What follows belongs to an exercise in optimizing a design on an open flow for small area, a short achievable clock period and few clock cycles per item; a production flow would make more cautious choices. Where RTL was checked, it was by simulation tests only, not by an equivalence proof against the original. Only the layout flow was run in runs 1 and 2; the RTL was not checked for function there. Power figures rest on the tool's default switching activity, not on a simulated workload.

==> flow/design.v, too long to show whole: its modules and the start of the top module <==
// module mac_s: 352 lines
// module mac_u: 352 lines
// module net_16_16_8_4_16_1_8: 220 lines
module net_16_16_8_4_16_1_8(clk, reset, input_valid, input_ready, input_data, output_valid, output_ready, output_data);
  // ...
==> flow/run.sh <==
#!/bin/bash
# synth_recipe.tcl (not shown) runs the flow's synth.tcl, then flattens the netlist and writes it again
# the make line also repeats each setting of config.mk as NAME=value (left out here)
make -C /OpenROAD-flow-scripts/flow DESIGN_CONFIG=/design/flow/config.mk WORK_HOME=/design/flow/orfs CLKGATE_MAP_FILE= SYNTH_SCRIPT=/design/flow/synth_recipe.tcl finish
==> flow/config.mk <==
export PLATFORM = sky130hd
export DESIGN_NAME = net_16_16_8_4_16_1_8
export DESIGN_NICKNAME = net_16_16_8_4_16_1_8
export VERILOG_FILES = /design/flow/design.v
export SDC_FILE = /design/flow/constraint.sdc
export NUM_CORES = 4
export LEC_CHECK = 0
export ABC_CLOCK_PERIOD_IN_PS = 3000
export CAP_MARGIN = 20
export CORE_MARGIN = 2
export CORE_UTILIZATION = 60
export SLEW_MARGIN = 20
==> flow/constraint.sdc <==
create_clock -name core_clock -period 10.0 [get_ports {clk}]
set_input_delay 2.0000 -clock core_clock [delete_from_list [all_inputs] [get_ports {clk}]]
set_output_delay 2.0000 -clock core_clock [all_outputs]
set_load 0.01 [all_outputs]
==> results.cfg, run 1 <==
[global_route]
grt_overflow = 0
busiest_layer = met2
antenna_found_initial = 31
use_met3_pct = 4.63

[route]
wl_met2_mm = 238
wirelength_mm = 515

[layout]
stdcell_area_um2 = 200000
largest_class = multi-input combinational cells
drive_above_1_share_pct = 5.88
largest_reg_flops = 256
finalNetCount = 20800

[sta]
relSlewSlack_pct = 20.3
rsz0062_at_grt = no
worst_slew_pin_slew_ns = 1.19
skew_ns = 0.0385
drv_slew = 0
setup_ws_ns = 5.47

[power]
p_int_mw = 28.9
powerDensity_nw_per_um2 = 221
p_seq_mw = 17.5
maxPowerGroup = registers

[placed_design]
portBuffers = 36
hpwlAfterDp_mm = 364
globalplace.congestion = 0.956
place_area_um2 = 188000

[floorplanning]
die_w_um = 560
die_area_um2 = 314000

[outcome]
outcome = complete, no violations

[worst_setup_path]
cp-endpoint = m2_3.p[8]
slowest_delay_ns = 0.80
crit_required_ns = 10.83

[worst_hold_path]
worstHoldStart = f1m

[cts]
cts_hold_buf = 0
clockBufferDepth = 4
cts_buffers = 336

[synthesis]
synth_top_family_by_area = adder cells
async_flop_share_pct = 0
ys.flop_type = dfxtp_1
syn-instance-count = 18600
synth_top_area_share_pct = 27.9
synth_xor_area_share_pct = 10.9
synth-edff-count = 444

[run]
max_cap_viol_count = 0
==> run 2: changes to the inputs <==
==> flow/flow/run.sh (new file) <==
#!/bin/bash
# Standard ORFS layout (the standard.sh), with timing repair aimed at a tighter
# setup target than the 10 ns clock: repair_timing treats paths with less than
# SETUP_SLACK_MARGIN ns of slack as violations. Constraints (SDC) are unchanged.
set -o pipefail
MARGIN=$(cat flow/margin.txt 2>/dev/null || echo 6.4)
bash standard.sh SETUP_SLACK_MARGIN=$MARGIN finish 2>&1 | tee flow_make.log
==> flow/flow/margin.txt (new file) <==
6.4
==> flow/standard.sh (new file) <==
#!/bin/bash
# synth_recipe.tcl (not shown) runs the flow's synth.tcl, then flattens the netlist and writes it again
# the make line also repeats each setting of config.mk as NAME=value (left out here)
make -C /OpenROAD-flow-scripts/flow DESIGN_CONFIG=/design/flow/config.mk WORK_HOME=/design/flow/orfs CLKGATE_MAP_FILE= SYNTH_SCRIPT=/design/flow/synth_recipe.tcl "${@:-finish}"
--- a/flow/config.mk
+++ b/flow/config.mk
@@ -5,8 +5,7 @@
 export SDC_FILE = /design/flow/constraint.sdc
 export NUM_CORES = 4
 export LEC_CHECK = 0
-export ABC_CLOCK_PERIOD_IN_PS = 3000
 export CAP_MARGIN = 20
 export CORE_MARGIN = 2
-export CORE_UTILIZATION = 60
+export CORE_UTILIZATION = 40
 export SLEW_MARGIN = 20
removed: flow/run.sh
==> run 2 against run 1 <==
Net effect: clock skew up 0.025 ns; via count up 0.94%; non-clock buffer count is 152 higher; fmax increased by 27%; critical path type unchanged.
==> results.cfg, run 2 <==
[outcome]
outcome = complete, no violations

[layout]
finalNetCount = 21000
area_growth_pct = 12.2
fin_cells = 24500
final_cell_mix = 2519 x dfxtp_1, 2121 x inv_1, 1600 x a22oi_1
drive_above_1_share_pct = 9.57
largest_reg_flops = 256
reg_top3 = x2buf x256, x3buf x128, ob x60
registers.top_by_ff_count = x2buf
final_common_cell = dfxtp_1

[route]
firstDrtPassIters = 7
post_drt_wl_per_cell_um = 21.6
drt-vias-per-instance = 5.39
vias = 132000
wirelength_mm = 530
antenna_left = 0
drt_iter0_markers = 10700
drc_errors = 0

[synthesis]
synth_area_leaders = dfxtp_1 28%, fa_1 14%, ha_1 11%
synth_cell_type_count = 75
synth_commonest_cells = 2587 x dfxtp_1, 2143 x inv_1, 1621 x a22oi_1, 1616 x ha_1, 1592 x xnor2_1
netlist_area_um2 = 186000
synthMuxAreaShare_pct = 0.584
synthSimpleGateAreaFrac_pct = 5.34
synth_top_family_by_area = adder cells
async_flop_share_pct = 0
yosys.area_share.adder_pct = 25.0
synthMostInstantiatedCell = dfxtp_1
syn-instance-count = 18600
synth.yosys.warnings = 9
ys_seq_elements = 3031
avgSynthCellArea_um2 = 10.0
synth_top_area_share_pct = 27.9
synth_top_cell_by_area = dfxtp_1
synth-edff-count = 444
synth_xor_area_share_pct = 10.9
synthesis.nets = 21500
yosysSeqAreaShare_pct = 35.0
ys.flop_type = dfxtp_1
synth_compound_area_share_pct = 16.2

[worst_setup_path]
critical_path_arrival_ns = 4.40
slowest_delay_ns = 1.12
cp-end-kind = flop
cp-start-kind = flop
cp_num_cells = 8
crit_slowest_cell = a222oi_1
r2r.worst_path.cells = 8
crit_required_ns = 10.82
crit_family = compound AO/OA/AOI/OAI gates
cp.buffers_inverters = 2
crit_fanout = 13
crit_chain = inv_1, ha_1, buf_4, and2_1, a222oi_1, nand2_1, a221oi_1, nor2_1
path_class = reg -> reg

[floorplanning]
die_area_um2 = 470000
rows = 250
chipHeight_um = 686
pin_count = 38
coreArea_um2 = 463000
start_util_pct = 40.1
die_w_um = 686

[sta]
final.min_clock_period_ns = 3.58
hold_viol_final = 0
setup_viol = 0
relSlewSlack_pct = 15.9
worst_slew_pin_slew_ns = 1.25
skew_ns = 0.0636
drv_slew = 0
clock.fmax_mhz = 280
tns_ns = 0
post-route-period-util_pct = 35.8
rsz0062_at_grt = yes

[power]
powerDensity_nw_per_um2 = 223
ir_drop_v = 0.000158
p_leak_nw = 88.0

[run]
max_cap_viol_count = 0

[cts]
cts_hold_buf = 0
clock-sinks = 3031
clk_pin_slew_ns = 0.06
clock_latency_ns = 1.00
tritoncts = done
cts_buffers = 340
clockBufferDepth = 4
cts-root-buf = clkbuf_16
cts_max_level = 5

[placed_design]
globalplace.congestion = 0.981
place_inst = 23700
portBuffers = 36
hpwlAfterDp_mm = 369

[global_route]
antenna_found_initial = 30
track_usage_pct = 21.8
grt_pass1_wl_mm = 804
grt_overflow = 0
grt_pass1_vias = 132000
grt_max_degree = 110

[worst_hold_path]
hold_depth = 1
hold_path.class = reg -> reg
## run 2: cell counts after synthesis
Identical to the previous run, type by type.
## run 2: metrics by stage
step / cell area [um^2] / hold WS (ns) / total power [mW] / util [%] / setup slack [ns]
final: 209000 / 0.432 / 46.6 / 45.1 / 6.42
after global routing: 209000 / 0.443 / 50.0 / 45.0 / 6.31
after CTS: 205000 / 0.426 / 45.7 / 44.3 / 6.35
after detailed placement: 191000 / 0.420 / 31.7 / 41.2 / 5.32
after global placement: 191000 / 0.416 / 31.2 / 41.2 / 5.38
after floorplan: 186000 / 0.329 / 27.6 / - / 6.41
## run 2: path summary, 6_finish.rpt
kind / startpoint / slack (ns) / endpoint
min reg2reg: l1p / 0.43 / done1
max: col3[0] / 6.42 / x3[2]
max reg2reg: col3[0] / 6.42 / x3[2]
min: l1p / 0.43 / done1
## run 2: area by class of cell
type	count	area (um^2)
Multi-Input combinational cell	12200	112000
Clock buffer	461	9810
Sequential cell	3031	65300
Inverter	2151	8080
Tap cell	6174	7720
Fill cell	43400	254000
Clock inverter	168	2160
Timing Repair Buffer	387	3190
Antenna cell	15	37.5
## run 2: power breakdown
group	internal [mW]	leakage [nW]	total (mW)	switching [mW]
Combinational	7.14	56.7	15.8	8.70
Sequential	15.1	25.4	17.4	2.35
Clock	7.88	5.87	13.3	5.43
## run 2: routing by layer
layer | GRT usage [%] | vias up | part of all wire, %
li1 | - | 62000 | -
met1 | 28.6 | 65100 | 43
met2 | 35.5 | 4147 | 46
met3 | 3.00 | 1083 | 6.1
met4 | 10.4 | 20 | 5.2
met5 | 0 | - | 0.028
## run 2: kinds of logic (layout without fill, tap and decap cells)
logic type / after synthesis / in the layout
XOR/XNOR: 2312 / 2312
other: 1 / 16
buffers and inverters: 3404 / 3167
multiplexers: 95 / 95
adder cells (fa/ha/maj): 2929 / 2929
AO/OA/AOI/OAI: 4665 / 4674
AND/OR/NAND/NOR: 2122 / 2149
flip-flops: 3031 / 3031
## run 2: what timing repair did
action	in CTS	in global routing
pin swaps	71	206
cloned	12	37
endpoints found under the setup margin	911	905
setup buffers	57	78
resized for setup	370	569
==> module net_16_16_8_4_16_1_8, before the edit <==
module net_16_16_8_4_16_1_8(clk, reset, input_valid, input_ready, input_data, output_valid, output_ready, output_data);
input clk, reset, input_valid, output_ready;
input signed [15:0] input_data;
output signed [15:0] output_data;
output output_valid, input_ready;
reg [3:0] col1;
reg rdy;
assign input_ready = rdy;
wire in_fire = input_valid & rdy;
reg [15:0] x1;
reg f1x, l1x, f1m, l1m, f1p, l1p, done1;
reg [15:0] x2buf [0:15];
reg x2full; reg [3:0] col2;
reg [15:0] x2;
reg f2x, l2x, f2m, l2m, f2p, l2p, done2;
reg [15:0] x3buf [0:7];
reg x3full; reg [2:0] col3;
reg [15:0] x3;
reg f3x, l3x, f3m, l3m, f3p, l3p, done3;
reg [15:0] ob [0:3];
reg [3:0] ov;
assign output_data = ob[0];
assign output_valid = ov[0];
wire out_fire = ov[0] & output_ready;
wire ob_empty = ~ov[0];
wire [15:0] acc1 [0:15];
wire [15:0] acc2 [0:7];
wire [15:0] acc3 [0:3];
wire l3_pending = l3x | l3m | l3p | done3;
wire x3_free4 = ~x3full | ((col3 >= 3'd3) & ob_empty & ~l3_pending);
wire issue3 = x3full & ((col3 != 3'd7) | ob_empty);
wire issue2 = x2full & ((col2 != 4'd15) | x3_free4);
wire x2_free5 = ~x2full | ((col2 >= 4'd10) & x3_free4);
wire [3:0] col1_n = col1 + {3'd0, in_fire};
wire [15:0] x2sel = x2buf[col2];
wire [15:0] x3sel = x3buf[col3];
always @(posedge clk) begin
  x1 <= in_fire ? input_data : 16'd0;
  f1x <= in_fire & (col1 == 4'd0); l1x <= in_fire & (col1 == 4'd15);
  f1m <= f1x; l1m <= l1x; f1p <= f1m; l1p <= l1m;
  x2 <= issue2 ? {1'b0, x2sel[14:0] & {15{~x2sel[15]}}} : 16'd0;
  f2x <= issue2 & (col2 == 4'd0); l2x <= issue2 & (col2 == 4'd15);
  f2m <= f2x; l2m <= l2x; f2p <= f2m; l2p <= l2m;
  x3 <= issue3 ? {1'b0, x3sel[14:0] & {15{~x3sel[15]}}} : 16'd0;
  f3x <= issue3 & (col3 == 3'd0); l3x <= issue3 & (col3 == 3'd7);
  f3m <= f3x; l3m <= l3x; f3p <= f3m; l3p <= l3m;
  if (reset) begin
    col1 <= 4'd0; rdy <= 1'b1;
    f1x <= 1'b0; l1x <= 1'b0; f1m <= 1'b0; l1m <= 1'b0; f1p <= 1'b0; l1p <= 1'b0; done1 <= 1'b0;
    x2full <= 1'b0; col2 <= 4'd0;
    f2x <= 1'b0; l2x <= 1'b0; f2m <= 1'b0; l2m <= 1'b0; f2p <= 1'b0; l2p <= 1'b0; done2 <= 1'b0;
    x3full <= 1'b0; col3 <= 3'd0;
    f3x <= 1'b0; l3x <= 1'b0; f3m <= 1'b0; l3m <= 1'b0; f3p <= 1'b0; l3p <= 1'b0; done3 <= 1'b0;
    ov <= 4'd0;
  end else begin
    col1 <= col1_n;
    rdy <= (col1_n != 4'd15) | x2_free5;
    done1 <= l1p;
    if (issue2) col2 <= col2 + 4'd1;
    if (done1) x2full <= 1'b1; else if (issue2 & (col2 == 4'd15)) x2full <= 1'b0;
    done2 <= l2p;
    if (issue3) col3 <= col3 + 3'd1;
    if (done2) x3full <= 1'b1; else if (issue3 & (col3 == 3'd7)) x3full <= 1'b0;
    done3 <= l3p;
    if (done3) ov <= 4'b1111; else if (out_fire) ov <= {1'b0, ov[3:1]};
  end
end
always @(posedge clk) begin
  if (done1) begin
    x2buf[0] <= acc1[0];
    x2buf[1] <= acc1[1];
    x2buf[2] <= acc1[2];
    x2buf[3] <= acc1[3];
    x2buf[4] <= acc1[4];
    x2buf[5] <= acc1[5];
    x2buf[6] <= acc1[6];
    x2buf[7] <= acc1[7];
    x2buf[8] <= acc1[8];
    x2buf[9] <= acc1[9];
    x2buf[10] <= acc1[10];
    x2buf[11] <= acc1[11];
    x2buf[12] <= acc1[12];
    x2buf[13] <= acc1[13];
    x2buf[14] <= acc1[14];
    x2buf[15] <= acc1[15];
  end
  if (done2) begin
    x3buf[0] <= acc2[0];
    x3buf[1] <= acc2[1];
    x3buf[2] <= acc2[2];
    x3buf[3] <= acc2[3];
    x3buf[4] <= acc2[4];
    x3buf[5] <= acc2[5];
    x3buf[6] <= acc2[6];
    x3buf[7] <= acc2[7];
  end
  if (done3) begin
    ob[0] <= {1'b0, acc3[0][14:0] & {15{~acc3[0][15]}}};
    ob[1] <= {1'b0, acc3[1][14:0] & {15{~acc3[1][15]}}};
    ob[2] <= {1'b0, acc3[2][14:0] & {15{~acc3[2][15]}}};
    ob[3] <= {1'b0, acc3[3][14:0] & {15{~acc3[3][15]}}};
  end else if (out_fire) begin
    ob[0] <= ob[1];
    ob[1] <= ob[2];
    ob[2] <= ob[3];
  end
end
localparam [191:0] m1_0_T = 192'h482142625a9b6959426050dd41a6e54289630188286aa8e5;
reg [11:0] m1_0_k;
always @(posedge clk) m1_0_k <= m1_0_T[col1*12 +: 12];
mac_s m1_0 (.clk(clk), .x(x1), .code(m1_0_k), .fp(f1p), .acc(acc1[0]));
localparam [191:0] m1_1_T = 192'h828a13942a9871bb286134d012a0da4a842a563828413080;
reg [11:0] m1_1_k;
always @(posedge clk) m1_1_k <= m1_1_T[col1*12 +: 12];
mac_s m1_1 (.clk(clk), .x(x1), .code(m1_1_k), .fp(f1p), .acc(acc1[1]));
localparam [191:0] m1_2_T = 192'ha00b036e5803aa341b75569b48341369811aaa8000a12152;
reg [11:0] m1_2_k;
always @(posedge clk) m1_2_k <= m1_2_T[col1*12 +: 12];
mac_s m1_2 (.clk(clk), .x(x1), .code(m1_2_k), .fp(f1p), .acc(acc1[2]));
localparam [191:0] m1_3_T = 192'h4124a54e88da71a11a4906a3a9571b6230c0a238e809a695;
reg [11:0] m1_3_k;
always @(posedge clk) m1_3_k <= m1_3_T[col1*12 +: 12];
mac_s m1_3 (.clk(clk), .x(x1), .code(m1_3_k), .fp(f1p), .acc(acc1[3]));
localparam [191:0] m1_4_T = 192'h1038e54054d56836957404a3550753963085818a020024a3;
reg [11:0] m1_4_k;
always @(posedge clk) m1_4_k <= m1_4_T[col1*12 +: 12];
mac_s m1_4 (.clk(clk), .x(x1), .code(m1_4_k), .fp(f1p), .acc(acc1[4]));
localparam [191:0] m1_5_T = 192'h1050d5aa8690612a9255572a4134c27034c061261341ab28;
reg [11:0] m1_5_k;
always @(posedge clk) m1_5_k <= m1_5_T[col1*12 +: 12];
mac_s m1_5 (.clk(clk), .x(x1), .code(m1_5_k), .fp(f1p), .acc(acc1[5]));
localparam [191:0] m1_6_T = 192'h6054826ea1184eaaa54001530006984aaa83752a851400a8;
reg [11:0] m1_6_k;
always @(posedge clk) m1_6_k <= m1_6_T[col1*12 +: 12];
mac_s m1_6 (.clk(clk), .x(x1), .code(m1_6_k), .fp(f1p), .acc(acc1[6]));
localparam [191:0] m1_7_T = 192'h4254906e55404dd4c2a986da0a3a83518a8049db1a41a02a;
reg [11:0] m1_7_k;
always @(posedge clk) m1_7_k <= m1_7_T[col1*12 +: 12];
mac_s m1_7 (.clk(clk), .x(x1), .code(m1_7_k), .fp(f1p), .acc(acc1[7]));
localparam [191:0] m1_8_T = 192'h1524804dd4a38dd09381daaa4aa4a88d0b1a750105528015;
reg [11:0] m1_8_k;
always @(posedge clk) m1_8_k <= m1_8_T[col1*12 +: 12];
mac_s m1_8 (.clk(clk), .x(x1), .code(m1_8_k), .fp(f1p), .acc(acc1[8]));
localparam [191:0] m1_9_T = 192'h6a8753a104e31289555524d549baa37405280d56da400763;
reg [11:0] m1_9_k;
always @(posedge clk) m1_9_k <= m1_9_T[col1*12 +: 12];
mac_s m1_9 (.clk(clk), .x(x1), .code(m1_9_k), .fp(f1p), .acc(acc1[9]));
localparam [191:0] m1_10_T = 192'ha024e84236a36dd955005b284d24e5163a2315349d015698;
reg [11:0] m1_10_k;
always @(posedge clk) m1_10_k <= m1_10_T[col1*12 +: 12];
mac_s m1_10 (.clk(clk), .x(x1), .code(m1_10_k), .fp(f1p), .acc(acc1[10]));
localparam [191:0] m1_11_T = 192'h96562a8c551b4e351a49b4dd81db186808dd1536d2083092;
reg [11:0] m1_11_k;
always @(posedge clk) m1_11_k <= m1_11_T[col1*12 +: 12];
mac_s m1_11 (.clk(clk), .x(x1), .code(m1_11_k), .fp(f1p), .acc(acc1[11]));
localparam [191:0] m1_12_T = 192'h6d5aaa68381da9a4030828dd0286834850c30c04004a3a90;
reg [11:0] m1_12_k;
always @(posedge clk) m1_12_k <= m1_12_T[col1*12 +: 12];
mac_s m1_12 (.clk(clk), .x(x1), .code(m1_12_k), .fp(f1p), .acc(acc1[12]));
localparam [191:0] m1_13_T = 192'hd00d55034854024dd4038c0542552542085728493400505;
reg [11:0] m1_13_k;
always @(posedge clk) m1_13_k <= m1_13_T[col1*12 +: 12];
mac_s m1_13 (.clk(clk), .x(x1), .code(m1_13_k), .fp(f1p), .acc(acc1[13]));
localparam [191:0] m1_14_T = 192'ha234e3680755aa5b057550dd6a86157656c0a9b8d56000e3;
reg [11:0] m1_14_k;
always @(posedge clk) m1_14_k <= m1_14_T[col1*12 +: 12];
mac_s m1_14 (.clk(clk), .x(x1), .code(m1_14_k), .fp(f1p), .acc(acc1[14]));
localparam [191:0] m1_15_T = 192'hb1d8d351baa3093a254d80d00eaa930c58e34c0a234028d5;
reg [11:0] m1_15_k;
always @(posedge clk) m1_15_k <= m1_15_T[col1*12 +: 12];
mac_s m1_15 (.clk(clk), .x(x1), .code(m1_15_k), .fp(f1p), .acc(acc1[15]));
localparam [191:0] m2_0_T = 192'h1a7180954d268341b8e849d0d361db1d6d3a80410a150a5;
reg [11:0] m2_0_k;
always @(posedge clk) m2_0_k <= m2_0_T[col2*12 +: 12];
mac_u m2_0 (.clk(clk), .x(x2), .code(m2_0_k), .fp(f2p), .acc(acc2[0]));
localparam [191:0] m2_1_T = 192'h9b4d30d2aa568255540541341b69a6829406136838e381d;
reg [11:0] m2_1_k;
always @(posedge clk) m2_1_k <= m2_1_T[col2*12 +: 12];
mac_u m2_1 (.clk(clk), .x(x2), .code(m2_1_k), .fp(f2p), .acc(acc2[1]));
localparam [191:0] m2_2_T = 192'h9261811b4da4808ea4100c261a0a8a956a36d308241ab28;
reg [11:0] m2_2_k;
always @(posedge clk) m2_2_k <= m2_2_T[col2*12 +: 12];
mac_u m2_2 (.clk(clk), .x(x2), .code(m2_2_k), .fp(f2p), .acc(acc2[2]));
localparam [191:0] m2_3_T = 192'h858c050515015295349b4d04839657039636934d8082103;
reg [11:0] m2_3_k;
always @(posedge clk) m2_3_k <= m2_3_T[col2*12 +: 12];
mac_u m2_3 (.clk(clk), .x(x2), .code(m2_3_k), .fp(f2p), .acc(acc2[3]));
localparam [191:0] m2_4_T = 192'h6a38c094295251a61b02301d4806109406d895280369081d;
reg [11:0] m2_4_k;
always @(posedge clk) m2_4_k <= m2_4_T[col2*12 +: 12];
mac_u m2_4 (.clk(clk), .x(x2), .code(m2_4_k), .fp(f2p), .acc(acc2[4]));
localparam [191:0] m2_5_T = 192'h6134c3a0061a1058d58d5083a12718a8214201841d0dd685;
reg [11:0] m2_5_k;
always @(posedge clk) m2_5_k <= m2_5_T[col2*12 +: 12];
mac_u m2_5 (.clk(clk), .x(x2), .code(m2_5_k), .fp(f2p), .acc(acc2[5]));
localparam [191:0] m2_6_T = 192'h16569d11a4dd8184050256c042580541b0804924806c261d;
reg [11:0] m2_6_k;
always @(posedge clk) m2_6_k <= m2_6_T[col2*12 +: 12];
mac_u m2_6 (.clk(clk), .x(x2), .code(m2_6_k), .fp(f2p), .acc(acc2[6]));
localparam [191:0] m2_7_T = 192'h4286a80134ea41a69209a0c34d349a6d38e551a75209b412;
reg [11:0] m2_7_k;
always @(posedge clk) m2_7_k <= m2_7_T[col2*12 +: 12];
mac_u m2_7 (.clk(clk), .x(x2), .code(m2_7_k), .fp(f2p), .acc(acc2[7]));
localparam [95:0] m3_0_T = 96'hd80026120d84d808211d8d5;
reg [11:0] m3_0_k;
always @(posedge clk) m3_0_k <= m3_0_T[col3*12 +: 12];
mac_u m3_0 (.clk(clk), .x(x3), .code(m3_0_k), .fp(f3p), .acc(acc3[0]));
localparam [95:0] m3_1_T = 96'h55501ab03a85a124ea82a69d;
reg [11:0] m3_1_k;
always @(posedge clk) m3_1_k <= m3_1_T[col3*12 +: 12];
mac_u m3_1 (.clk(clk), .x(x3), .code(m3_1_k), .fp(f3p), .acc(acc3[1]));
localparam [95:0] m3_2_T = 96'haa5aa87536236db72841d0db;
reg [11:0] m3_2_k;
always @(posedge clk) m3_2_k <= m3_2_T[col3*12 +: 12];
mac_u m3_2 (.clk(clk), .x(x3), .code(m3_2_k), .fp(f3p), .acc(acc3[2]));
localparam [95:0] m3_3_T = 96'ha9a01b1638ea0ea71809aa25;
reg [11:0] m3_3_k;
always @(posedge clk) m3_3_k <= m3_3_T[col3*12 +: 12];
mac_u m3_3 (.clk(clk), .x(x3), .code(m3_3_k), .fp(f3p), .acc(acc3[3]));
endmodule
==> run 3: changes to the inputs <==
--- a/flow/design.v
+++ b/flow/design.v
@@ -702,6 +702,359 @@
   wire sovf = (acc[15] == p[15]) & (s[15] != p[15]);
   always @(posedge clk) acc <= fp ? p : sovf ? {p[15], {15{~p[15]}}} : s;
 endmodule
+module mac_r (input clk, input [15:0] x, input [11:0] code, input fp, output reg [15:0] acc, output reg [15:0] acc2);
+  wire n1 = ((code[1] & x[0])) ^ code[0];
+  wire n2 = ((code[1] & x[1]) | (code[2] & x[0])) ^ code[0];
+  wire n3 = ((code[1] & x[2]) | (code[2] & x[1])) ^ code[0];
+  wire n4 = ((code[1] & x[3]) | (code[2] & x[2])) ^ code[0];
+  wire n5 = ((code[1] & x[4]) | (code[2] & x[3])) ^ code[0];
+  wire n6 = ((code[1] & x[5]) | (code[2] & x[4])) ^ code[0];
+  wire n7 = ((code[1] & x[6]) | (code[2] & x[5])) ^ code[0];
+  wire n8 = ((code[1] & x[7]) | (code[2] & x[6])) ^ code[0];
+  wire n9 = ((code[1] & x[8]) | (code[2] & x[7])) ^ code[0];
+  wire n10 = ((code[1] & x[9]) | (code[2] & x[8])) ^ code[0];
+  wire n11 = ((code[1] & x[10]) | (code[2] & x[9])) ^ code[0];
+  wire n12 = ((code[1] & x[11]) | (code[2] & x[10])) ^ code[0];
+  wire n13 = ((code[1] & x[12]) | (code[2] & x[11])) ^ code[0];
+  wire n14 = ((code[1] & x[13]) | (code[2] & x[12])) ^ code[0];
+  wire n15 = ((code[1] & x[14]) | (code[2] & x[13])) ^ code[0];
+  wire n16 = ((code[2] & x[14])) ^ code[0];
+  wire n17 = (1'b0) ^ code[0];
+  wire n18 = ~n17;
+  wire n19 = ((code[4] & x[0])) ^ code[3];
+  wire n20 = ((code[4] & x[1]) | (code[5] & x[0])) ^ code[3];
+  wire n21 = ((code[4] & x[2]) | (code[5] & x[1])) ^ code[3];
+  wire n22 = ((code[4] & x[3]) | (code[5] & x[2])) ^ code[3];
+  wire n23 = ((code[4] & x[4]) | (code[5] & x[3])) ^ code[3];
+  wire n24 = ((code[4] & x[5]) | (code[5] & x[4])) ^ code[3];
+  wire n25 = ((code[4] & x[6]) | (code[5] & x[5])) ^ code[3];
+  wire n26 = ((code[4] & x[7]) | (code[5] & x[6])) ^ code[3];
+  wire n27 = ((code[4] & x[8]) | (code[5] & x[7])) ^ code[3];
+  wire n28 = ((code[4] & x[9]) | (code[5] & x[8])) ^ code[3];
+  wire n29 = ((code[4] & x[10]) | (code[5] & x[9])) ^ code[3];
+  wire n30 = ((code[4] & x[11]) | (code[5] & x[10])) ^ code[3];
+  wire n31 = ((code[4] & x[12]) | (code[5] & x[11])) ^ code[3];
+  wire n32 = ((code[4] & x[13]) | (code[5] & x[12])) ^ code[3];
+  wire n33 = ((code[4] & x[14]) | (code[5] & x[13])) ^ code[3];
+  wire n34 = ((code[5] & x[14])) ^ code[3];
+  wire n35 = (1'b0) ^ code[3];
+  wire n36 = ~n35;
+  wire n37 = ((code[7] & x[0])) ^ code[6];
+  wire n38 = ((code[7] & x[1]) | (code[8] & x[0])) ^ code[6];
+  wire n39 = ((code[7] & x[2]) | (code[8] & x[1])) ^ code[6];
+  wire n40 = ((code[7] & x[3]) | (code[8] & x[2])) ^ code[6];
+  wire n41 = ((code[7] & x[4]) | (code[8] & x[3])) ^ code[6];
+  wire n42 = ((code[7] & x[5]) | (code[8] & x[4])) ^ code[6];
+  wire n43 = ((code[7] & x[6]) | (code[8] & x[5])) ^ code[6];
+  wire n44 = ((code[7] & x[7]) | (code[8] & x[6])) ^ code[6];
+  wire n45 = ((code[7] & x[8]) | (code[8] & x[7])) ^ code[6];
+  wire n46 = ((code[7] & x[9]) | (code[8] & x[8])) ^ code[6];
+  wire n47 = ((code[7] & x[10]) | (code[8] & x[9])) ^ code[6];
+  wire n48 = ((code[7] & x[11]) | (code[8] & x[10])) ^ code[6];
+  wire n49 = ((code[7] & x[12]) | (code[8] & x[11])) ^ code[6];
+  wire n50 = ((code[7] & x[13]) | (code[8] & x[12])) ^ code[6];
+  wire n51 = ((code[7] & x[14]) | (code[8] & x[13])) ^ code[6];
+  wire n52 = ((code[8] & x[14])) ^ code[6];
+  wire n53 = (1'b0) ^ code[6];
+  wire n54 = ~n53;
+  wire n55 = ((code[10] & x[0])) ^ code[9];
+  wire n56 = ((code[10] & x[1]) | (code[11] & x[0])) ^ code[9];
+  wire n57 = ((code[10] & x[2]) | (code[11] & x[1])) ^ code[9];
+  wire n58 = ((code[10] & x[3]) | (code[11] & x[2])) ^ code[9];
+  wire n59 = ((code[10] & x[4]) | (code[11] & x[3])) ^ code[9];
+  wire n60 = ((code[10] & x[5]) | (code[11] & x[4])) ^ code[9];
+  wire n61 = ((code[10] & x[6]) | (code[11] & x[5])) ^ code[9];
+  wire n62 = ((code[10] & x[7]) | (code[11] & x[6])) ^ code[9];
+  wire n63 = ((code[10] & x[8]) | (code[11] & x[7])) ^ code[9];
+  wire n64 = ((code[10] & x[9]) | (code[11] & x[8])) ^ code[9];
+  wire n65 = ((code[10] & x[10]) | (code[11] & x[9])) ^ code[9];
+  wire n66 = ((code[10] & x[11]) | (code[11] & x[10])) ^ code[9];
+  wire n67 = ((code[10] & x[12]) | (code[11] & x[11])) ^ code[9];
+  wire n68 = ((code[10] & x[13]) | (code[11] & x[12])) ^ code[9];
+  wire n69 = ((code[10] & x[14]) | (code[11] & x[13])) ^ code[9];
+  wire n70 = ((code[11] & x[14])) ^ code[9];
+  wire n71 = (1'b0) ^ code[9];
+  wire n72 = ~n71;
+  wire n73 = ~n18;
+  wire n74 = ~n34;
+  wire n75 = ~n52;
+  wire n76 = ~n70;
+  wire n77 = n7 ^ n23; wire n78 = n7 & n23;
+  wire n79 = n8 ^ n24; wire n80 = n8 & n24;
+  wire n81 = n9 ^ n25; wire n82 = n9 & n25;
+  wire n83 = n10 ^ n26; wire n84 = n10 & n26;
+  wire n85 = n11 ^ n27; wire n86 = n11 & n27;
+  wire n87 = n12 ^ n28; wire n88 = n12 & n28;
+  wire n89 = n13 ^ n29; wire n90 = n13 & n29;
+  wire n91 = n14 ^ n30; wire n92 = n14 & n30;
+  wire n93 = n15 ^ n31; wire n94 = n15 & n31;
+  wire n95 = n16 ^ n32; wire n96 = n16 & n32;
+  wire n97 = n33 ^ n49; wire n98 = n33 & n49;
+  wire n99 = n50 ^ n66; wire n100 = n50 & n66;
+  wire n101 = n36 ^ n51; wire n102 = n36 & n51;
+  wire n103 = n5 ^ n21; wire n104 = n5 & n21;
+  wire n105 = n6 ^ n22; wire n106 = n6 & n22;
+  wire n107 = n39 ^ n55 ^ code[9]; wire n108 = (n39 & n55) | (n39 & code[9]) | (n55 & code[9]);
+  wire n109 = n40 ^ n56 ^ n79; wire n110 = (n40 & n56) | (n40 & n79) | (n56 & n79);
+  wire n111 = n41 ^ n57 ^ n81; wire n112 = (n41 & n57) | (n41 & n81) | (n57 & n81);
+  wire n113 = n42 ^ n58 ^ n83; wire n114 = (n42 & n58) | (n42 & n83) | (n58 & n83);
+  wire n115 = n43 ^ n59 ^ n85; wire n116 = (n43 & n59) | (n43 & n85) | (n59 & n85);
+  wire n117 = n44 ^ n60 ^ n87; wire n118 = (n44 & n60) | (n44 & n87) | (n60 & n87);
+  wire n119 = n45 ^ n61 ^ n89; wire n120 = (n45 & n61) | (n45 & n89) | (n61 & n89);
+  wire n121 = n46 ^ n62 ^ n91; wire n122 = (n46 & n62) | (n46 & n91) | (n62 & n91);
+  wire n123 = n47 ^ n63 ^ n93; wire n124 = (n47 & n63) | (n47 & n93) | (n63 & n93);
+  wire n125 = n48 ^ n64 ^ n95; wire n126 = (n48 & n64) | (n48 & n95) | (n64 & n95);
+  wire n127 = n65 ^ n73 ^ n97; wire n128 = (n65 & n73) | (n65 & n97) | (n73 & n97);
+  wire n129 = n18 ^ n74 ^ n99; wire n130 = (n18 & n74) | (n18 & n99) | (n74 & n99);
+  wire n131 = n67 ^ n34 ^ n101; wire n132 = (n67 & n34) | (n67 & n101) | (n34 & n101);
+  wire n133 = n68 ^ n75; wire n134 = n68 & n75;
+  wire n135 = n54 ^ n69; wire n136 = n54 & n69;
+  wire n137 = n3 ^ n19; wire n138 = n3 & n19;
+  wire n139 = n4 ^ n20; wire n140 = n4 & n20;
+  wire n141 = n37 ^ code[6] ^ n103; wire n142 = (n37 & code[6]) | (n37 & n103) | (code[6] & n103);
+  wire n143 = n38 ^ n105 ^ n104; wire n144 = (n38 & n105) | (n38 & n104) | (n105 & n104);
+  wire n145 = n77 ^ n107 ^ n106; wire n146 = (n77 & n107) | (n77 & n106) | (n107 & n106);
+  wire n147 = n78 ^ n109 ^ n108; wire n148 = (n78 & n109) | (n78 & n108) | (n109 & n108);
+  wire n149 = n80 ^ n111 ^ n110; wire n150 = (n80 & n111) | (n80 & n110) | (n111 & n110);
+  wire n151 = n82 ^ n113 ^ n112; wire n152 = (n82 & n113) | (n82 & n112) | (n113 & n112);
+  wire n153 = n84 ^ n115 ^ n114; wire n154 = (n84 & n115) | (n84 & n114) | (n115 & n114);
+  wire n155 = n86 ^ n117 ^ n116; wire n156 = (n86 & n117) | (n86 & n116) | (n117 & n116);
+  wire n157 = n88 ^ n119 ^ n118; wire n158 = (n88 & n119) | (n88 & n118) | (n119 & n118);
+  wire n159 = n90 ^ n121 ^ n120; wire n160 = (n90 & n121) | (n90 & n120) | (n121 & n120);
+  wire n161 = n92 ^ n123 ^ n122; wire n162 = (n92 & n123) | (n92 & n122) | (n123 & n122);
+  wire n163 = n94 ^ n125 ^ n124; wire n164 = (n94 & n125) | (n94 & n124) | (n125 & n124);
+  wire n165 = n96 ^ n127 ^ n126; wire n166 = (n96 & n127) | (n96 & n126) | (n127 & n126);
+  wire n167 = n98 ^ n129 ^ n128; wire n168 = (n98 & n129) | (n98 & n128) | (n129 & n128);
+  wire n169 = n100 ^ n131 ^ n130; wire n170 = (n100 & n131) | (n100 & n130) | (n131 & n130);
+  wire n171 = n102 ^ n133 ^ n132; wire n172 = (n102 & n133) | (n102 & n132) | (n133 & n132);
+  wire n173 = n52 ^ n135 ^ n134; wire n174 = (n52 & n135) | (n52 & n134) | (n135 & n134);
+  wire n175 = n76 ^ n136; wire n176 = n76 & n136;
+  wire n177 = n72 ^ n70; wire n178 = n72 & n70;
+  wire [23:0] aw = {1'b1, n177, n175, n173, n171, n169, n167, n165, n163, n161, n159, n157, n155, n153, n151, n149, n147, n145, n143, n141, n139, code[3], n2, n1};
+  wire [23:0] bw = {n178, n176, n174, n172, n170, n168, n166, n164, n162, n160, n158, n156, n154, n152, n150, n148, n146, n144, n142, n140, n138, n137, 1'b0, code[0]};
+  reg [23:0] ca, cb;
+  always @(posedge clk) begin ca <= aw; cb <= bw; end
+  wire m1 = ca[0] ^ cb[0]; wire m2 = ca[0] & cb[0];
+  wire m3 = ca[1] ^ cb[1]; wire m4 = ca[1] & cb[1];
+  wire m5 = ca[2] ^ cb[2]; wire m6 = ca[2] & cb[2];
+  wire m7 = ca[3] ^ cb[3]; wire m8 = ca[3] & cb[3];
+  wire m9 = ca[4] ^ cb[4]; wire m10 = ca[4] & cb[4];
+  wire m11 = ca[5] ^ cb[5]; wire m12 = ca[5] & cb[5];
+  wire m13 = ca[6] ^ cb[6]; wire m14 = ca[6] & cb[6];
+  wire m15 = ca[7] ^ cb[7]; wire m16 = ca[7] & cb[7];
+  wire m17 = ca[8] ^ cb[8]; wire m18 = ca[8] & cb[8];
+  wire m19 = ca[9] ^ cb[9]; wire m20 = ca[9] & cb[9];
+  wire m21 = ca[10] ^ cb[10]; wire m22 = ca[10] & cb[10];
+  wire m23 = ca[11] ^ cb[11]; wire m24 = ca[11] & cb[11];
+  wire m25 = ca[12] ^ cb[12]; wire m26 = ca[12] & cb[12];
+  wire m27 = ca[13] ^ cb[13]; wire m28 = ca[13] & cb[13];
+  wire m29 = ca[14] ^ cb[14]; wire m30 = ca[14] & cb[14];
+  wire m31 = ca[15] ^ cb[15]; wire m32 = ca[15] & cb[15];
+  wire m33 = ca[16] ^ cb[16]; wire m34 = ca[16] & cb[16];
+  wire m35 = ca[17] ^ cb[17]; wire m36 = ca[17] & cb[17];
+  wire m37 = ca[18] ^ cb[18]; wire m38 = ca[18] & cb[18];
+  wire m39 = ca[19] ^ cb[19]; wire m40 = ca[19] & cb[19];
+  wire m41 = ca[20] ^ cb[20]; wire m42 = ca[20] & cb[20];
+  wire m43 = ca[21] ^ cb[21]; wire m44 = ca[21] & cb[21];
+  wire m45 = ca[22] ^ cb[22]; wire m46 = ca[22] & cb[22];
+  wire m47 = ca[23] ^ cb[23]; wire m48 = ca[23] & cb[23];
+  wire m49 = m4 | (m3 & m2);
+  wire m50 = m3 & m1;
+  wire m51 = m8 | (m7 & m6);
+  wire m52 = m7 & m5;
+  wire m53 = m12 | (m11 & m10);
+  wire m54 = m11 & m9;
+  wire m55 = m16 | (m15 & m14);
+  wire m56 = m15 & m13;
+  wire m57 = m20 | (m19 & m18);
+  wire m58 = m19 & m17;
+  wire m59 = m24 | (m23 & m22);
+  wire m60 = m23 & m21;
+  wire m61 = m28 | (m27 & m26);
+  wire m62 = m27 & m25;
+  wire m63 = m32 | (m31 & m30);
+  wire m64 = m31 & m29;
+  wire m65 = m36 | (m35 & m34);
+  wire m66 = m35 & m33;
+  wire m67 = m40 | (m39 & m38);
+  wire m68 = m39 & m37;
+  wire m69 = m44 | (m43 & m42);
+  wire m70 = m43 & m41;
+  wire m71 = m48 | (m47 & m46);
+  wire m72 = m47 & m45;
+  wire m73 = m51 | (m52 & m49);
+  wire m74 = m52 & m50;
+  wire m75 = m55 | (m56 & m53);
+  wire m76 = m56 & m54;
+  wire m77 = m59 | (m60 & m57);
+  wire m78 = m60 & m58;
+  wire m79 = m63 | (m64 & m61);
+  wire m80 = m64 & m62;
+  wire m81 = m67 | (m68 & m65);
+  wire m82 = m68 & m66;
+  wire m83 = m71 | (m72 & m69);
+  wire m84 = m72 & m70;
+  wire m85 = m75 | (m76 & m73);
+  wire m86 = m76 & m74;
+  wire m87 = m79 | (m80 & m77);
+  wire m88 = m80 & m78;
+  wire m89 = m83 | (m84 & m81);
+  wire m90 = m84 & m82;
+  wire m91 = m87 | (m88 & m85);
+  wire m92 = m88 & m86;
+  wire m93 = m89 | (m90 & m91);
+  wire m94 = m90 & m92;
+  wire m95 = m77 | (m78 & m85);
+  wire m96 = m78 & m86;
+  wire m97 = m81 | (m82 & m91);
+  wire m98 = m82 & m92;
+  wire m99 = m53 | (m54 & m73);
+  wire m100 = m54 & m74;
+  wire m101 = m57 | (m58 & m85);
+  wire m102 = m58 & m86;
+  wire m103 = m61 | (m62 & m95);
+  wire m104 = m62 & m96;
+  wire m105 = m65 | (m66 & m91);
+  wire m106 = m66 & m92;
+  wire m107 = m69 | (m70 & m97);
+  wire m108 = m70 & m98;
+  wire m109 = m6 | (m5 & m49);
+  wire m110 = m5 & m50;
+  wire m111 = m10 | (m9 & m73);
+  wire m112 = m9 & m74;
+  wire m113 = m14 | (m13 & m99);
+  wire m114 = m13 & m100;
+  wire m115 = m18 | (m17 & m85);
+  wire m116 = m17 & m86;
+  wire m117 = m22 | (m21 & m101);
+  wire m118 = m21 & m102;
+  wire m119 = m26 | (m25 & m95);
+  wire m120 = m25 & m96;
+  wire m121 = m30 | (m29 & m103);
+  wire m122 = m29 & m104;
+  wire m123 = m34 | (m33 & m91);
+  wire m124 = m33 & m92;
+  wire m125 = m38 | (m37 & m105);
+  wire m126 = m37 & m106;
+  wire m127 = m42 | (m41 & m97);
+  wire m128 = m41 & m98;
+  wire m129 = m46 | (m45 & m107);
+  wire m130 = m45 & m108;
+  wire m131 = m3 ^ m2;
+  wire m132 = m5 ^ m49;
+  wire m133 = m7 ^ m109;
+  wire m134 = m9 ^ m73;
+  wire m135 = m11 ^ m111;
+  wire m136 = m13 ^ m99;
+  wire m137 = m15 ^ m113;
+  wire m138 = m17 ^ m85;
+  wire m139 = m19 ^ m115;
+  wire m140 = m21 ^ m101;
+  wire m141 = m23 ^ m117;
+  wire m142 = m25 ^ m95;
+  wire m143 = m27 ^ m119;
+  wire m144 = m29 ^ m103;
+  wire m145 = m31 ^ m121;
+  wire m146 = m33 ^ m91;
+  wire m147 = m35 ^ m123;
+  wire m148 = m37 ^ m105;
+  wire m149 = m39 ^ m125;
+  wire m150 = m41 ^ m97;
+  wire m151 = m43 ^ m127;
+  wire m152 = m45 ^ m107;
+  wire m153 = m47 ^ m129;
+  wire [23:0] pr = {m153, m152, m151, m150, m149, m148, m147, m146, m145, m144, m143, m142, m141, m140, m139, m138, m137, m136, m135, m134, m133, m132, m131, m1};
+  wire povf = ~((&pr[23:15]) | ~(|pr[23:15]));
+  reg [15:0] p;
+  always @(posedge clk) p <= povf ? {pr[23], {15{~pr[23]}}} : pr[15:0];
+  wire k1 = acc2[0] ^ p[0]; wire k2 = acc2[0] & p[0];
+  wire k3 = acc2[1] ^ p[1]; wire k4 = acc2[1] & p[1];
+  wire k5 = acc2[2] ^ p[2]; wire k6 = acc2[2] & p[2];
+  wire k7 = acc2[3] ^ p[3]; wire k8 = acc2[3] & p[3];
+  wire k9 = acc2[4] ^ p[4]; wire k10 = acc2[4] & p[4];
+  wire k11 = acc2[5] ^ p[5]; wire k12 = acc2[5] & p[5];
+  wire k13 = acc2[6] ^ p[6]; wire k14 = acc2[6] & p[6];
+  wire k15 = acc2[7] ^ p[7]; wire k16 = acc2[7] & p[7];
+  wire k17 = acc2[8] ^ p[8]; wire k18 = acc2[8] & p[8];
+  wire k19 = acc2[9] ^ p[9]; wire k20 = acc2[9] & p[9];
+  wire k21 = acc2[10] ^ p[10]; wire k22 = acc2[10] & p[10];
+  wire k23 = acc2[11] ^ p[11]; wire k24 = acc2[11] & p[11];
+  wire k25 = acc2[12] ^ p[12]; wire k26 = acc2[12] & p[12];
+  wire k27 = acc2[13] ^ p[13]; wire k28 = acc2[13] & p[13];
+  wire k29 = acc2[14] ^ p[14]; wire k30 = acc2[14] & p[14];
+  wire k31 = acc2[15] ^ p[15]; wire k32 = acc2[15] & p[15];
+  wire k33 = k4 | (k3 & k2);
+  wire k34 = k3 & k1;
+  wire k35 = k8 | (k7 & k6);
+  wire k36 = k7 & k5;
+  wire k37 = k12 | (k11 & k10);
+  wire k38 = k11 & k9;
+  wire k39 = k16 | (k15 & k14);
+  wire k40 = k15 & k13;
+  wire k41 = k20 | (k19 & k18);
+  wire k42 = k19 & k17;
+  wire k43 = k24 | (k23 & k22);
+  wire k44 = k23 & k21;
+  wire k45 = k28 | (k27 & k26);
+  wire k46 = k27 & k25;
+  wire k47 = k32 | (k31 & k30);
+  wire k48 = k31 & k29;
+  wire k49 = k35 | (k36 & k33);
+  wire k50 = k36 & k34;
+  wire k51 = k39 | (k40 & k37);
+  wire k52 = k40 & k38;
+  wire k53 = k43 | (k44 & k41);
+  wire k54 = k44 & k42;
+  wire k55 = k47 | (k48 & k45);
+  wire k56 = k48 & k46;
+  wire k57 = k51 | (k52 & k49);
+  wire k58 = k52 & k50;
+  wire k59 = k55 | (k56 & k53);
+  wire k60 = k56 & k54;
+  wire k61 = k59 | (k60 & k57);
+  wire k62 = k60 & k58;
+  wire k63 = k53 | (k54 & k57);
+  wire k64 = k54 & k58;
+  wire k65 = k37 | (k38 & k49);
+  wire k66 = k38 & k50;
+  wire k67 = k41 | (k42 & k57);
+  wire k68 = k42 & k58;
+  wire k69 = k45 | (k46 & k63);
+  wire k70 = k46 & k64;
+  wire k71 = k6 | (k5 & k33);
+  wire k72 = k5 & k34;
+  wire k73 = k10 | (k9 & k49);
+  wire k74 = k9 & k50;
+  wire k75 = k14 | (k13 & k65);
+  wire k76 = k13 & k66;
+  wire k77 = k18 | (k17 & k57);
+  wire k78 = k17 & k58;
+  wire k79 = k22 | (k21 & k67);
+  wire k80 = k21 & k68;
+  wire k81 = k26 | (k25 & k63);
+  wire k82 = k25 & k64;
+  wire k83 = k30 | (k29 & k69);
+  wire k84 = k29 & k70;
+  wire k85 = k3 ^ k2;
+  wire k86 = k5 ^ k33;
+  wire k87 = k7 ^ k71;
+  wire k88 = k9 ^ k49;
+  wire k89 = k11 ^ k73;
+  wire k90 = k13 ^ k65;
+  wire k91 = k15 ^ k75;
+  wire k92 = k17 ^ k57;
+  wire k93 = k19 ^ k77;
+  wire k94 = k21 ^ k67;
+  wire k95 = k23 ^ k79;
+  wire k96 = k25 ^ k63;
+  wire k97 = k27 ^ k81;
+  wire k98 = k29 ^ k69;
+  wire k99 = k31 ^ k83;
+  wire [15:0] s = {k99, k98, k97, k96, k95, k94, k93, k92, k91, k90, k89, k88, k87, k86, k85, k1};
+  wire sovf = (acc2[15] == p[15]) & (s[15] != p[15]);
+  always @(posedge clk) acc <= fp ? p : sovf ? {p[15], {15{~p[15]}}} : s;
+  always @(posedge clk) acc2 <= acc;
+endmodule
 module net_16_16_8_4_16_1_8(clk, reset, input_valid, input_ready, input_data, output_valid, output_ready, output_data);
 input clk, reset, input_valid, output_ready;
 input signed [15:0] input_data;
@@ -718,26 +1071,30 @@
 reg [15:0] x2;
 reg f2x, l2x, f2m, l2m, f2p, l2p, done2;
 reg [15:0] x3buf [0:7];
-reg x3full; reg [2:0] col3;
+reg x3full; reg [3:0] i3; reg run3;
 reg [15:0] x3;
 reg f3x, l3x, f3m, l3m, f3p, l3p, done3;
 reg [15:0] ob [0:3];
 reg [3:0] ov;
+reg [15:0] wb [0:3];
+reg wfull;
 assign output_data = ob[0];
 assign output_valid = ov[0];
 wire out_fire = ov[0] & output_ready;
 wire ob_empty = ~ov[0];
 wire [15:0] acc1 [0:15];
 wire [15:0] acc2 [0:7];
-wire [15:0] acc3 [0:3];
+wire [15:0] acc3 [0:3];    
 wire l3_pending = l3x | l3m | l3p | done3;
-wire x3_free4 = ~x3full | ((col3 >= 3'd3) & ob_empty & ~l3_pending);
-wire issue3 = x3full & ((col3 != 3'd7) | ob_empty);
+wire start3 = x3full & ~run3 & ((~ov[0] & ~wfull) | (~l3_pending & ~(ov[0] & wfull)));
+wire issue3 = run3 | start3;
+wire x3_free4 = ~x3full | (run3 & (i3 >= 4'd11));
 wire issue2 = x2full & ((col2 != 4'd15) | x3_free4);
-wire x2_free5 = ~x2full | ((col2 >= 4'd10) & x3_free4);
+wire x2_free5 = ~x2full | ((col2 >= 4'd10) & (~x3full | (run3 & (({1'b0, i3} + 5'd4) >= {1'b0, col2}))));
+wire move = ~ov[0] & wfull;
 wire [3:0] col1_n = col1 + {3'd0, in_fire};
 wire [15:0] x2sel = x2buf[col2];
-wire [15:0] x3sel = x3buf[col3];
+wire [15:0] x3sel = x3buf[i3[3:1]];
 always @(posedge clk) begin
   x1 <= in_fire ? input_data : 16'd0;
   f1x <= in_fire & (col1 == 4'd0); l1x <= in_fire & (col1 == 4'd15);
@@ -746,14 +1103,14 @@
   f2x <= issue2 & (col2 == 4'd0); l2x <= issue2 & (col2 == 4'd15);
   f2m <= f2x; l2m <= l2x; f2p <= f2m; l2p <= l2m;
   x3 <= issue3 ? {1'b0, x3sel[14:0] & {15{~x3sel[15]}}} : 16'd0;
-  f3x <= issue3 & (col3 == 3'd0); l3x <= issue3 & (col3 == 3'd7);
+  f3x <= issue3 & (i3[3:1] == 3'd0); l3x <= issue3 & (i3 == 4'd15);
   f3m <= f3x; l3m <= l3x; f3p <= f3m; l3p <= l3m;
   if (reset) begin
     col1 <= 4'd0; rdy <= 1'b1;
     f1x <= 1'b0; l1x <= 1'b0; f1m <= 1'b0; l1m <= 1'b0; f1p <= 1'b0; l1p <= 1'b0; done1 <= 1'b0;
     x2full <= 1'b0; col2 <= 4'd0;
     f2x <= 1'b0; l2x <= 1'b0; f2m <= 1'b0; l2m <= 1'b0; f2p <= 1'b0; l2p <= 1'b0; done2 <= 1'b0;
-    x3full <= 1'b0; col3 <= 3'd0;
+    x3full <= 1'b0; i3 <= 4'd0; run3 <= 1'b0; wfull <= 1'b0;
     f3x <= 1'b0; l3x <= 1'b0; f3m <= 1'b0; l3m <= 1'b0; f3p <= 1'b0; l3p <= 1'b0; done3 <= 1'b0;
     ov <= 4'd0;
   end else begin
@@ -763,10 +1120,12 @@
     if (issue2) col2 <= col2 + 4'd1;
     if (done1) x2full <= 1'b1; else if (issue2 & (col2 == 4'd15)) x2full <= 1'b0;
     done2 <= l2p;
-    if (issue3) col3 <= col3 + 3'd1;
-    if (done2) x3full <= 1'b1; else if (issue3 & (col3 == 3'd7)) x3full <= 1'b0;
+    if (issue3) i3 <= i3 + 4'd1;
+    if (start3) run3 <= 1'b1; else if (i3 == 4'd15) run3 <= 1'b0;
+    if (done2) x3full <= 1'b1; else if (issue3 & (i3 == 4'd15)) x3full <= 1'b0;
     done3 <= l3p;
-    if (done3) ov <= 4'b1111; else if (out_fire) ov <= {1'b0, ov[3:1]};
+    if ((done3 & ~ov[0] & ~wfull) | move) ov <= 4'b1111; else if (out_fire) ov <= {1'b0, ov[3:1]};
+    if (done3 & (ov[0] | wfull)) wfull <= 1'b1; else if (move) wfull <= 1'b0;
   end
 end
 always @(posedge clk) begin
@@ -798,7 +1157,18 @@
     x3buf[6] <= acc2[6];
     x3buf[7] <= acc2[7];
   end
-  if (done3) begin
+  if (done3 & (ov[0] | wfull)) begin
+    wb[0] <= {1'b0, acc3[0][14:0] & {15{~acc3[0][15]}}};
+    wb[1] <= {1'b0, acc3[1][14:0] & {15{~acc3[1][15]}}};
+    wb[2] <= {1'b0, acc3[2][14:0] & {15{~acc3[2][15]}}};
+    wb[3] <= {1'b0, acc3[3][14:0] & {15{~acc3[3][15]}}};
+  end
+  if (move) begin
+    ob[0] <= wb[0];
+    ob[1] <= wb[1];
+    ob[2] <= wb[2];
+    ob[3] <= wb[3];
+  end else if (done3 & ~ov[0] & ~wfull) begin
     ob[0] <= {1'b0, acc3[0][14:0] & {15{~acc3[0][15]}}};
     ob[1] <= {1'b0, acc3[1][14:0] & {15{~acc3[1][15]}}};
     ob[2] <= {1'b0, acc3[2][14:0] & {15{~acc3[2][15]}}};
@@ -905,20 +1275,12 @@
 reg [11:0] m2_7_k;
 always @(posedge clk) m2_7_k <= m2_7_T[col2*12 +: 12];
 mac_u m2_7 (.clk(clk), .x(x2), .code(m2_7_k), .fp(f2p), .acc(acc2[7]));
-localparam [95:0] m3_0_T = 96'hd80026120d84d808211d8d5;
+localparam [191:0] m3_0_T = 192'h5550d801a002b03612a850d8a124d84ea08282a11d69d8d5;
 reg [11:0] m3_0_k;
-always @(posedge clk) m3_0_k <= m3_0_T[col3*12 +: 12];
-mac_u m3_0 (.clk(clk), .x(x3), .code(m3_0_k), .fp(f3p), .acc(acc3[0]));
-localparam [95:0] m3_1_T = 96'h55501ab03a85a124ea82a69d;
+always @(posedge clk) m3_0_k <= m3_0_T[i3*12 +: 12];
+mac_r m3_0 (.clk(clk), .x(x3), .code(m3_0_k), .fp(f3p), .acc(acc3[1]), .acc2(acc3[0]));
+localparam [191:0] m3_1_T = 192'ha9aaa501baa81637538ea6230ea6db71872809a41da250db;
 reg [11:0] m3_1_k;
-always @(posedge clk) m3_1_k <= m3_1_T[col3*12 +: 12];
-mac_u m3_1 (.clk(clk), .x(x3), .code(m3_1_k), .fp(f3p), .acc(acc3[1]));
-localparam [95:0] m3_2_T = 96'haa5aa87536236db72841d0db;
-reg [11:0] m3_2_k;
-always @(posedge clk) m3_2_k <= m3_2_T[col3*12 +: 12];
-mac_u m3_2 (.clk(clk), .x(x3), .code(m3_2_k), .fp(f3p), .acc(acc3[2]));
-localparam [95:0] m3_3_T = 96'ha9a01b1638ea0ea71809aa25;
-reg [11:0] m3_3_k;
-always @(posedge clk) m3_3_k <= m3_3_T[col3*12 +: 12];
-mac_u m3_3 (.clk(clk), .x(x3), .code(m3_3_k), .fp(f3p), .acc(acc3[3]));
+always @(posedge clk) m3_1_k <= m3_1_T[i3*12 +: 12];
+mac_r m3_1 (.clk(clk), .x(x3), .code(m3_1_k), .fp(f3p), .acc(acc3[3]), .acc2(acc3[2]));
 endmodule
==> run 3 against run 2 <==
Net effect: fmax down 1.4%; final area is 3.7% lower; first-iteration DRC count rose by 6.9%; clock-buffer cell count fell by 6; sequential power about the same; clock power barely moved; synthesized cell count decreased by 5.6%; critical endpoint is now x2[10].
==> results.cfg, run 3 <==
[outcome]
outcome = complete, no violations

[global_route]
track_usage_pct = 21.7
grt_pass1_wl_mm = 766
grt_pass1_vias = 127000
grt_max_degree = 177
antenna_found_initial = 36
grt_overflow = 0

[layout]
finalNetCount = 19800
drive_above_1_share_pct = 10.1
final_common_cell = dfxtp_1
fill_cells = 41100
area_growth_pct = 12.8
final_cell_mix = 2314 x dfxtp_1, 1924 x inv_1, 1543 x a22oi_1
largest_reg_flops = 256
reg_top3 = x2buf x256, x3buf x128
regArea_um2 = 64500
multiInputGateArea_um2 = 106000
registers.top_by_ff_count = x2buf

[sta]
timing.hold.ws_ns = 0.338
drv_slew = 0
post-route-period-util_pct = 36.3
relSlewSlack_pct = 10.3
final.min_clock_period_ns = 3.63
hold_viol_final = 0
setup_viol = 0
tns_ns = 0
worst_slew_pin_slew_ns = 1.34
clock.fmax_mhz = 276
rsz0062_at_grt = yes
skew_ns = 0.0943
setup_ws_ns = 6.37

[worst_setup_path]
crit_fanout = 80
critical_path_arrival_ns = 4.48
cp-start-kind = flop
cp-end-kind = flop
crit_required_ns = 10.85
crit_family = simple AND/OR/NAND/NOR gates
crit_chain = buf_4, inv_2, buf_4, nor3_4, a22oi_1, nand4_1, nor3_1, nor3_1
ff2ff_setup_slack_ns = 6.37
crit_slowest_cell = nor3_4
cp.buffers_inverters = 3
path_class = reg -> reg
slowest_delay_ns = 0.71

[synthesis]
synth_top_area_share_pct = 27.6
synth_top_cell_by_area = dfxtp_1
netlist_area_um2 = 178000
synthMostInstantiatedCell = dfxtp_1
async_flop_share_pct = 0
ys_seq_elements = 2957
synth_area_leaders = dfxtp_1 28%, fa_1 14%, ha_1 11%
ys.flop_type = dfxtp_1
synth_commonest_cells = 2453 x dfxtp_1, 1943 x inv_1, 1544 x a22oi_1, 1511 x ha_1, 1478 x xnor2_1
yosysSeqAreaShare_pct = 36.1
synth_cell_type_count = 88
synthesis.nets = 20300
syn-instance-count = 17500
avgSynthCellArea_um2 = 10.2
synth-edff-count = 504
synth.yosys.warnings = 12

[cts]
clock_latency_ns = 1.00
clk_pin_slew_ns = 0.06
clockBufferDepth = 4
cts-root-buf = clkbuf_16
clock-sinks = 2957
tritoncts = done
cts_max_level = 5
cts_buffers = 335

[route]
vias = 126000
antenna_left = 0
firstDrtPassIters = 9
drc_errors = 0
post_drt_wl_per_cell_um = 21.7
drt_iter0_markers = 11500
drt-vias-per-instance = 5.40
wirelength_mm = 505

[power]
p_leak_nw = 84.2
total_power_mw = 46.9
ir_drop_v = 0.000157
powerDensity_nw_per_um2 = 234

[floorplanning]
chipHeight_um = 671
rows = 244
coreArea_um2 = 442000
die_w_um = 671
pin_count = 38
die_area_um2 = 450000
start_util_pct = 40.2

[worst_hold_path]
hold_path.class = reg -> reg

[placed_design]
post-place-ws_ns = 5.35
globalplace.congestion = 0.994
hpwlAfterDp_mm = 352
portBuffers = 36

[run]
max_cap_viol_count = 0
-- run 3: changes by cell type in the layout (fill, tap and decap cells not counted), sizes merged, moves of 52 or more --
cell	delta
a22oi	-77
dfxtp	-134
edfxtp	+60
fa	-92
ha	-105
inv	-199
mux2i	+52
nand2	-85
nand4	+66
o211ai	-66
o21ai	-156
xnor2	-114
-- run 3: stage by stage --
step                      std cells  instance area, um^2  utilization [%]
after floorplan               17500               178000                -
after global placement        22400               183000             41.3
after detailed placement      22400               183000             41.3
after CTS                     23100               197000             44.5
after global routing          23300               201000             45.4
final                         23300               201000             45.4
-- run 3: path summary, 6_finish.rpt --
check                    from            to  depth (start not counted)
setup / recovery      col2[3]        x2[10]                          8
setup reg to reg      col2[3]        x2[10]                          8
hold / removal    m3_1.acc[3]  m3_1.acc2[3]                          0
hold reg to reg   m3_1.acc[3]  m3_1.acc2[3]                          0
-- run 3: cell type report --
cell class / count / area share, %
well taps: 5904 / 3.68
clock inverters: 167 / 1.16
diodes: 47 / 0.0586
inverters: 1951 / 3.65
flip-flops and latches: 2957 / 32.1
multi-input cells: 11400 / 53.0
clock buffers: 455 / 4.74
repair buffers: 365 / 1.55
-- run 3: power by group --
group | switching [mW] | leakage, nW | internal (mW)
Sequential | 2.46 | 24.8 | 14.9
Clock | 5.37 | 5.73 | 7.69
Combinational | 9.11 | 53.6 | 7.37
-- run 3: timing repair --
action	CTS	global route
hold buffers	0	0
gates cloned	8	27
pin swaps	95	268
setup buffers	54	80
gates resized for setup	386	745
endpoints found under the setup margin	913	814
-- run 3: per-layer routing --
metal	vias to the layer above	GRT usage (%)	share of wire [%]	wire length, um
met2	4221	34.7	45	229000
met3	1065	3.20	6.7	33700
met5	-	0	0.022	112
li1	58700	-	-	-
met4	16	11.8	5.8	29300
met1	61800	28.3	42	213000
-- run 3: cells by family after synthesis --
group,synth area share (%)
flip-flops,36.1
adder cells (fa/ha/maj),24.4
AO/OA/AOI/OAI,16.1
AND/OR/NAND/NOR,5.18
multiplexers,0.897
XOR/XNOR,10.7
other,0.00211
buffers and inverters,6.73
Testbench counts of run 3, summed over its fixed seeds: cycles 3,456, vectors 192.

-- re-timing with driven ports --
The flow's constraints put no driver on any port. The routed layouts listed below were extracted and timed again, unchanged, in two steps.
Step 1: set_driving_cell puts a clkbuf_16 on clk and a buf_2 on each other input, an assumption about the parent block.
Step 2, shift: input delay + t, output delay - t, t = (earliest + latest rising clock arrival at the registers) / 2. This alone moves slack from input paths to output paths.
a / b / c = no drivers / after step 1 / after step 2; a / b = the first two.
| run | t (ns) | setup WS [ns] | slew at the worst register clock pin (ns) |
|---|---|---|---|
| run 1 | 1.034 | 5.466 / 5.466 / 5.466 | 0.07 / 0.07 |
| run 2 | 1.089 | 6.423 / 6.386 / 5.790 | 0.07 / 0.07 |
| run 3 | 1.050 | 6.372 / 6.371 / 5.761 | 0.07 / 0.07 |
After both steps every run listed still meets setup and hold. For run 2, which loses most, drivers alone change the setup slack by -0.037 ns; drivers and shift together by -0.633 ns.
